Context: an optimization exercise on an open-source flow, tuned for small area. The choices shown serve that exercise and are no tape-out recipe.
Only simulation tests tie the RTL to the original design; equivalence was not proved.
Power and IR drop assume default switching activity.

build 41:
## Vending_Machine
module Vending_Machine(input clk, input rst, input RxD, output [6:0] out, output [3:0] en, output indicator);
reg [3:0] j;
reg [4:0] m;
wire m24 = m[4] & m[3];
wire ph3 = j[3] ^ j[2];
wire ph1 = j[1] ^ j[0];
wire tk = ~j[3] & j[2] & m24;
wire evc = j[1] & ~j[0] & (m == 5'd1);
always @(posedge clk) begin
  if (rst) j <= 4'd0;
  else j <= {j[2:0], ~j[3]};
  if (rst | m24) m <= 5'd0;
  else m <= m + 5'd1;
end
reg [2:0] q;
reg sel;
wire tick1 = tk & q[2];
always @(posedge clk)
  if (rst) begin q <= 3'd2; sel <= 1'b0; end
  else if (tk) begin q <= q[2] ? 3'd0 : q + 3'd1; sel <= ~sel; end
reg r;
reg [5:0] p;
reg [9:1] S;
wire idle = p[5] & p[3];
wire sh = ph3 & ~idle & (p[1:0] == 2'b01);
always @(posedge clk) begin
  r <= RxD;
  if (rst) p <= 6'd40;
  else if (ph3) begin
    if (idle) begin if (~r) p <= 6'd0; end
    else p <= p + 6'd1;
  end
  if (rst) S <= 9'd0;
  else if (sh) S <= {RxD, S[9:2]};
end
localparam [39:0] KEYS = {8'd114, 8'd115, 8'd99, 8'd98, 8'd97};
wire [4:0] ev;
genvar g;
generate for (g = 0; g < 5; g = g + 1) begin : key
  localparam [7:0] K = KEYS[8*g +: 8];
  reg P, f;
  reg [11:0] u;
  reg mt;
  integer i;
  always @* begin
    mt = 1'b1;
    for (i = 1; i <= 8; i = i + 1) begin
      if (i == 1) begin
        if (K[0]) mt = mt & S[1] & u[3];
        else      mt = mt & (~S[1] | ~u[3]);
      end else begin
        if (K[i-1]) mt = mt & S[i] & (u[3] | (u[2:0] >= 9 - i));
        else        mt = mt & (~S[i] | ~(u[3] | (u[2:0] >= 9 - i)));
      end
    end
  end
  wire match = ~P & mt;
  wire inc = P ? ph1 : (sh & ~u[3]);
  wire [12:0] nx = {P, u} + {12'd0, inc};
  assign ev[g] = evc & P & ~f & u[8] & (u[6] | (u[5] & (u[4] | u[3])));
  always @(posedge clk) begin
    u <= match ? 12'd95 : nx[11:0];
    P <= ~rst & (match | nx[12]);
    f <= ~rst & ~(tk & ~P) & (f | ev[g]);
  end
end endgenerate
wire one = ev[0], five = ev[1], ten = ev[2], stop = ev[3], reset = ev[4];
reg [1:0] t, nt;
reg h, nh;
reg [2:0] l, nl;
reg [4:0] cnt;
wire any = one | five | ten | stop | reset;
wire l4 = l[2];
always @(posedge clk) begin
  if (rst | any) cnt <= 5'd0;
  else if (tick1) cnt <= cnt + 5'd1;
  if (rst | reset | (cnt == 5'd30)) begin t <= 2'd0; h <= 1'b0; l <= 3'd0; end
  else if (~t[1]) begin
    if (one) begin
  ...
Size: ~510 cells after synthesis, about 120 flip-flops, ~4500 µm² of cells after synthesis.
Settings: LEC_CHECK=0, CAP_MARGIN=20, CORE_MARGIN=2, CORE_UTILIZATION=70, GPL_TIMING_DRIVEN=0, SLEW_MARGIN=20; clock period 10.0 ns.
standard.sh (not shown) runs the stock make flow with config.mk's settings and CLKGATE_MAP_FILE= SYNTH_SCRIPT=/design/flow/synth_recipe.tcl, a recipe that flattens the netlist after the stock synthesis.
==> flow/flow/run.sh <==
#!/bin/bash
# Own layout flow: the standard ORFS flow (standard.sh) with these changes:
#  - synthesis leaves adders to ABC (no ADDER_MAP_FILE) and maps the logic with an
#    area-oriented ABC script (flow/abc_area.script) instead of ORFS's delay-oriented
#    one; the registers are the standard synthesis's
#  - ports are buffered with sky130_fd_sc_hd__buf_1
#  - clock tree synthesis uses clkbuf_4 and no dummy loads
# Each tool writes its own log under orfs/logs/; make's output is in flow_make.log.
set -euo pipefail
W=$(pwd)
rm -rf "$W/scripts"
cp -r "$FLOW_HOME/scripts" "$W/scripts"
cp "$W/flow/abc_area.script" "$W/scripts/abc_speed.script"
export CTS_ARGS="-sink_clustering_enable -repair_clock_nets -dont_use_dummy_load -buf_list sky130_fd_sc_hd__clkbuf_4"
export BUFFER_PORTS_ARGS="-buffer_cell sky130_fd_sc_hd__buf_1"
bash "$W/standard.sh" "SCRIPTS_DIR=$W/scripts" "ADDER_MAP_FILE=" finish > "$W/flow_make.log" 2>&1
==> flow/flow/abc_area.script <==
strash
&get -n
&st
&deepsyn -T 20
&put
balance
rewrite
refactor
balance
rewrite
rewrite -z
balance
refactor -z
rewrite -z
balance
&get -n
&st
&dch -f
&nf -R 1000
&put
topo
stime -c
Here is what was changed in the inputs of build 31 compared with build 41.
==> flow/flow/run.sh <==
#!/bin/bash
# Own layout flow: the standard ORFS flow (standard.sh), with two changes:
#  - synthesis maps the logic with an area-oriented ABC script (flow/abc_area.script)
#    instead of ORFS's delay-oriented one; registers are unchanged
#  - clock tree synthesis does not insert dummy loads
# Each tool's output is in orfs/logs/...; make's output is in flow_make.log.
set -euo pipefail
W=$(pwd)
rm -rf "$W/scripts"
cp -r "$FLOW_HOME/scripts" "$W/scripts"
cp "$W/flow/abc_area.script" "$W/scripts/abc_speed.script"
export SCRIPTS_DIR="$W/scripts"
export CTS_ARGS="-sink_clustering_enable -repair_clock_nets -dont_use_dummy_load -buf_list sky130_fd_sc_hd__clkbuf_4 -sink_clustering_size 20"
bash "$W/standard.sh" > "$W/flow_make.log" 2>&1
--- a/flow/flow/abc_area.script
+++ b/flow/flow/abc_area.script
@@ -1,6 +1,2 @@
 strash
-&get -n
-&st
-&deepsyn -T 20
-&put
 balance
--- a/flow/config.mk
+++ b/flow/config.mk
@@ -9,4 +9,3 @@
 export CORE_MARGIN = 2
-export CORE_UTILIZATION = 70
-export GPL_TIMING_DRIVEN = 0
+export CORE_UTILIZATION = 80
 export SLEW_MARGIN = 20
Build 31 finished every stage and its layout cleared the timing, design-rule and antenna checks. From build 41 to build 31 the numbers moved as follows: routed wire length moved up, non-clock buffer count went down, area added between synthesis and finish shows an increase of 0.74 points, post-synthesis simple-gate area fraction went up 0.41 points. Portion of total power attributed to the clock network in build 31 is 0.2 points lower than in build 41.
Changes in build 81 relative to build 31:
==> flow/flow/run.sh <==
#!/bin/bash
# Own layout flow: the standard ORFS flow (standard.sh) with these changes:
#  - synthesis leaves adders to ABC (no ADDER_MAP_FILE) and maps the logic with an
#    area-oriented ABC script (flow/abc_area.script) instead of ORFS's delay-oriented
#    one; the registers are the standard synthesis's
#  - ports are buffered with sky130_fd_sc_hd__buf_1
#  - clock tree synthesis uses clkbuf_4/clkbuf_8 and no dummy loads
# Each tool writes its own log under orfs/logs/; make's output is in flow_make.log.
set -euo pipefail
W=$(pwd)
rm -rf "$W/scripts"
cp -r "$FLOW_HOME/scripts" "$W/scripts"
cp "$W/flow/abc_area.script" "$W/scripts/abc_speed.script"
export CTS_ARGS="-sink_clustering_enable -repair_clock_nets -dont_use_dummy_load -buf_list {sky130_fd_sc_hd__clkbuf_4 sky130_fd_sc_hd__clkbuf_8} -sink_clustering_size 20"
export BUFFER_PORTS_ARGS="-buffer_cell sky130_fd_sc_hd__buf_1"
bash "$W/standard.sh" "SCRIPTS_DIR=$W/scripts" "ADDER_MAP_FILE=" finish > "$W/flow_make.log" 2>&1
--- a/flow/flow/abc_area.script
+++ b/flow/flow/abc_area.script
@@ -1,2 +1,6 @@
 strash
+&get -n
+&st
+&deepsyn -T 20
+&put
 balance
--- a/flow/config.mk
+++ b/flow/config.mk
@@ -9,3 +9,4 @@
 export CORE_MARGIN = 2
-export CORE_UTILIZATION = 80
+export CORE_UTILIZATION = 70
+export GPL_TIMING_DRIVEN = 0
 export SLEW_MARGIN = 20
Results
Core footprint: build 81 higher than build 31
Relative to build 31, the total number of vias of build 81 is lower by 844.
Sequential share of layout area came out higher on build 81 than on build 31.
Global-route usage (build 81 over build 31): decrease, 8.3 points
Against build 31 as the reference, build 81 delivers a lower sum of met3 wire segment lengths after detailed routing.
Clock share of power, build 81 and build 31: smaller value in build 31
Setup WNS build 31 -> build 81: better

static timing again, ports no longer ideal:
Ports are ideal in the flow. The routed layouts listed here were re-timed in OpenROAD. Step 1, drivers: a clkbuf_16 drives clk and a buf_2 each remaining input, both assumed. Step 2 also shifts input and output timing later by t, the mid clock arrival at the registers, as if the neighbouring blocks saw the same clock. Three values: ideal, step 1, step 2; two values: the first two.
| run | shift t [ns] | slack for setup (ns) | worst data-port slew with drivers (ns) | cell pins on the clock port's net |
|---|---|---|---|---|
| build 41 | 0.508 | 5.790 / 5.759 / 6.266 | 0.03 | 1 |
| build 31 | 0.512 | 5.062 / 5.032 / 5.545 | 0.03 | 1 |
| build 81 | 0.438 | 5.890 / 5.857 / 6.294 | 0.03 | 1 |
After both steps every run listed still meets setup and hold.
